This is an optimization exercise on Yosys and OpenROAD, whose aim is small area, not a production implementation. The RTL was checked by simulation tests, not by an equivalence proof against the original design. Power and IR drop assume default switching activity.

==> flow/design.v (excerpt) <==
module LeNet_Conv_C3_top#(
	parameter				WD = 3,
	parameter				WW = 8,
	parameter				GP = 6
)(
	input	wire				i_sclk,
	input	wire				i_rstn,
	input	wire				i_vsync,
	input	wire				i_hsync,
	input	wire				i_valid,
	input	wire[WD-1:0]			i_tdata_1,
	input	wire[WD-1:0]			i_tdata_2,
	input	wire[WD-1:0]			i_tdata_3,
	input	wire[WD-1:0]			i_tdata_4,
	input	wire[WD-1:0]			i_tdata_5,
	input	wire[WD-1:0]			i_tdata_6,
	input	wire[GP-1:0]			i_W_en,
	input	wire[WW-1:0]			i_Weight_1,
	input	wire[WW-1:0]			i_Weight_2,
	input	wire[WW-1:0]			i_Weight_3,
	input	wire[WW-1:0]			i_Weight_4,
	input	wire[WW-1:0]			i_Weight_5,
	input	wire[WW-1:0]			i_Weight_6,
	input	wire[4:0]			i_W_addr,
	input	wire signed[WW-1:0]		i_Bias,
	output	wire				o_hsync,
	output	wire				o_valid,
	output	wire				o_tdata
);
reg [3:0]	rowc;		 
reg [3:0]	colc;		 
reg		hs_q;
always @(posedge i_sclk)
	if (!i_rstn || i_vsync)	rowc <= 4'd0;
  ...
Size: about 2100 flip-flops.
export LEC_CHECK = 0
export CAP_MARGIN = 10
export CORE_MARGIN = 2
export CORE_UTILIZATION = 60
export CTS_CLUSTER_DIAMETER = 150
export CTS_CLUSTER_SIZE = 16
export PLACE_DENSITY = 0.7
export SLEW_MARGIN = 10
export SYNTH_HIERARCHICAL = 1
create_clock -name core_clock -period 8.0 [get_ports {i_sclk}]
run.sh (not shown) runs the stock make flow with config.mk's settings and CLKGATE_MAP_FILE= SYNTH_SCRIPT=/design/flow/synth_recipe.tcl, a recipe that flattens the netlist after the stock synthesis.
The first run completed without violations.
Then changed:
Settings changed: CAP_MARGIN 10 to 5, CORE_UTILIZATION 60 to 65, CTS_CLUSTER_SIZE 16 to 24, PLACE_DENSITY 0.7 to 0.75, SLEW_MARGIN 10 to 5.
What happened: The changed run finished with timing, DRC and antenna clean; first-iteration DRC count goes up by a little under a tenth; design area came out lower slightly; sequential share of layout area went up by 0.66 points; hold slack improves by 20 ps; routed wire length came out lower slightly; sequential power barely changes; global-route usage came out higher by 2.9 points; worst setup slack gets better by 36 ps; final cell count came out lower by a few percent; clock power went down by about a fifth.
Then changed:
Settings changed: CAP_MARGIN 5 to 10, CORE_UTILIZATION 65 to 60, CTS_CLUSTER_DIAMETER 150 to unset, CTS_CLUSTER_SIZE 24 to 20, PLACE_DENSITY 0.75 to 0.7, SLEW_MARGIN 5 to 10.
=> Clock power is higher by well over a third; combinational power goes up slightly; non-clock buffer count goes up by 4; count of clock-buffer cells in the layout increases by 114.

* * *

== yarrow ==
LeNet_Conv_C3_top again, from the RTL that the note above started with.
==> flow/design.v (excerpt) <==
module LeNet_Conv_C3_top#(
	parameter				WD = 3,
	parameter				WW = 8,
	parameter				GP = 6
)(
	input	wire				i_sclk,
	input	wire				i_rstn,
	input	wire				i_vsync,
	input	wire				i_hsync,
	input	wire				i_valid,
	input	wire[WD-1:0]			i_tdata_1,
	input	wire[WD-1:0]			i_tdata_2,
	input	wire[WD-1:0]			i_tdata_3,
	input	wire[WD-1:0]			i_tdata_4,
	input	wire[WD-1:0]			i_tdata_5,
	input	wire[WD-1:0]			i_tdata_6,
	input	wire[GP-1:0]			i_W_en,
	input	wire[WW-1:0]			i_Weight_1,
	input	wire[WW-1:0]			i_Weight_2,
	input	wire[WW-1:0]			i_Weight_3,
	input	wire[WW-1:0]			i_Weight_4,
	input	wire[WW-1:0]			i_Weight_5,
	input	wire[WW-1:0]			i_Weight_6,
	input	wire[4:0]			i_W_addr,
	input	wire signed[WW-1:0]		i_Bias,
	output	wire				o_hsync,
	output	wire				o_valid,
	output	wire				o_tdata
);
reg [3:0]	rowc;		 
reg [3:0]	colc;		 
reg		hs_q;
always @(posedge i_sclk)
	if (!i_rstn || i_vsync)	rowc <= 4'd0;
	else if (i_hsync)	rowc <= rowc + 4'd1;
always @(posedge i_sclk)
	if (i_valid)	colc <= colc + 4'd1;
	else		colc <= 4'd0;
  ...
export LEC_CHECK = 0
export CAP_MARGIN = 20
export CORE_MARGIN = 2
export CORE_UTILIZATION = 55
export PLACE_DENSITY = 0.65
export SLEW_MARGIN = 20
export SYNTH_HIERARCHICAL = 1
create_clock -name core_clock -period 8.0 [get_ports {i_sclk}]
Per the final summary, yarrow finished and its layout is clean on timing, DRC and antenna.
For amber, these inputs were changed with respect to yarrow:
--- a/flow/config.mk
+++ b/flow/config.mk
@@ -8 +8 @@
-export CAP_MARGIN = 20
+export CAP_MARGIN = 5
@@ -10,3 +10,5 @@
-export CORE_UTILIZATION = 55
-export PLACE_DENSITY = 0.65
-export SLEW_MARGIN = 20
+export CORE_UTILIZATION = 65
+export CTS_CLUSTER_DIAMETER = 150
+export CTS_CLUSTER_SIZE = 20
+export PLACE_DENSITY = 0.75
+export SLEW_MARGIN = 5
==> notes.md <==
The routability-driven placement congestion ratio number comes out higher for amber vs yarrow.
Period utilization | amber above yarrow
Highest signal layer in the routed design = met5: amber; highest signal layer in the routed design = met4: yarrow
The higher effective utilization at floorplan came out of amber.
Compared with yarrow, amber is the less power-hungry design.
Input-level comparison between zinc and amber:
--- a/flow/config.mk
+++ b/flow/config.mk
@@ -8 +8 @@
-export CAP_MARGIN = 5
+export CAP_MARGIN = 10
@@ -11,2 +10,0 @@
-export CTS_CLUSTER_DIAMETER = 150
-export CTS_CLUSTER_SIZE = 20
@@ -14 +12 @@
-export SLEW_MARGIN = 5
+export SLEW_MARGIN = 10
==> notes.md <==
Clock network power consumption ended up about 60% higher on zinc than on amber. Compared with amber, zinc shows a higher final total power. From amber to zinc the numbers moved as follows: flip-flop and latch share of the layout cell area saw a decrease; core utilization now larger; layout filler cell count decreased by 4.6% relative to the old numbers; worst path arrival time has increased. Setup slack came out lower on zinc than on amber.

## port drivers added, routing unchanged
How much do the figures lean on ideal ports? The routed layouts below were timed once more, with nothing changed but the port constraints.
Step 1 (the two cells are an assumption about what drives the block):
set clk [get_ports {i_sclk}]
set_driving_cell -lib_cell sky130_fd_sc_hd__clkbuf_16 $clk
set_driving_cell -lib_cell sky130_fd_sc_hd__buf_2 [delete_from_list [all_inputs] $clk]
Step 2 adds t to the input delays and takes it off the output delays; t is the mean of the earliest and latest rising clock arrival at the registers after step 1. Input paths then give back, and output paths get back, about the clock's delay inside the block.
Slacks: no drivers / after step 1 / after step 2; pairs: no drivers / after step 1.
| run | t (ns) | setup WS [ns] | worst setup path after step 2 | pins driven straight from the clock port |
|---|---|---|---|---|
| the first run of note 1 | 0.949 | 0.508 / 0.508 / 0.485 | input to register | 1 |
| the second run of note 1 | 0.887 | 0.544 / 0.544 / 0.476 | input to register | 1 |
| the third run of note 1 | 0.952 | 0.549 / 0.549 / 0.520 | input to register | 1 |
| yarrow | 0.991 | 0.644 / 0.644 / 0.416 | input to register | 1 |
| amber | 0.911 | 0.613 / 0.613 / 0.478 | input to register | 1 |
| zinc | 0.953 | 0.470 / 0.470 / 0.363 | input to register | 1 |
After both steps setup and hold are still met in every run listed. The setup slack of yarrow, which loses most, moves by 0.000 ns with the drivers and by -0.228 ns with both steps.
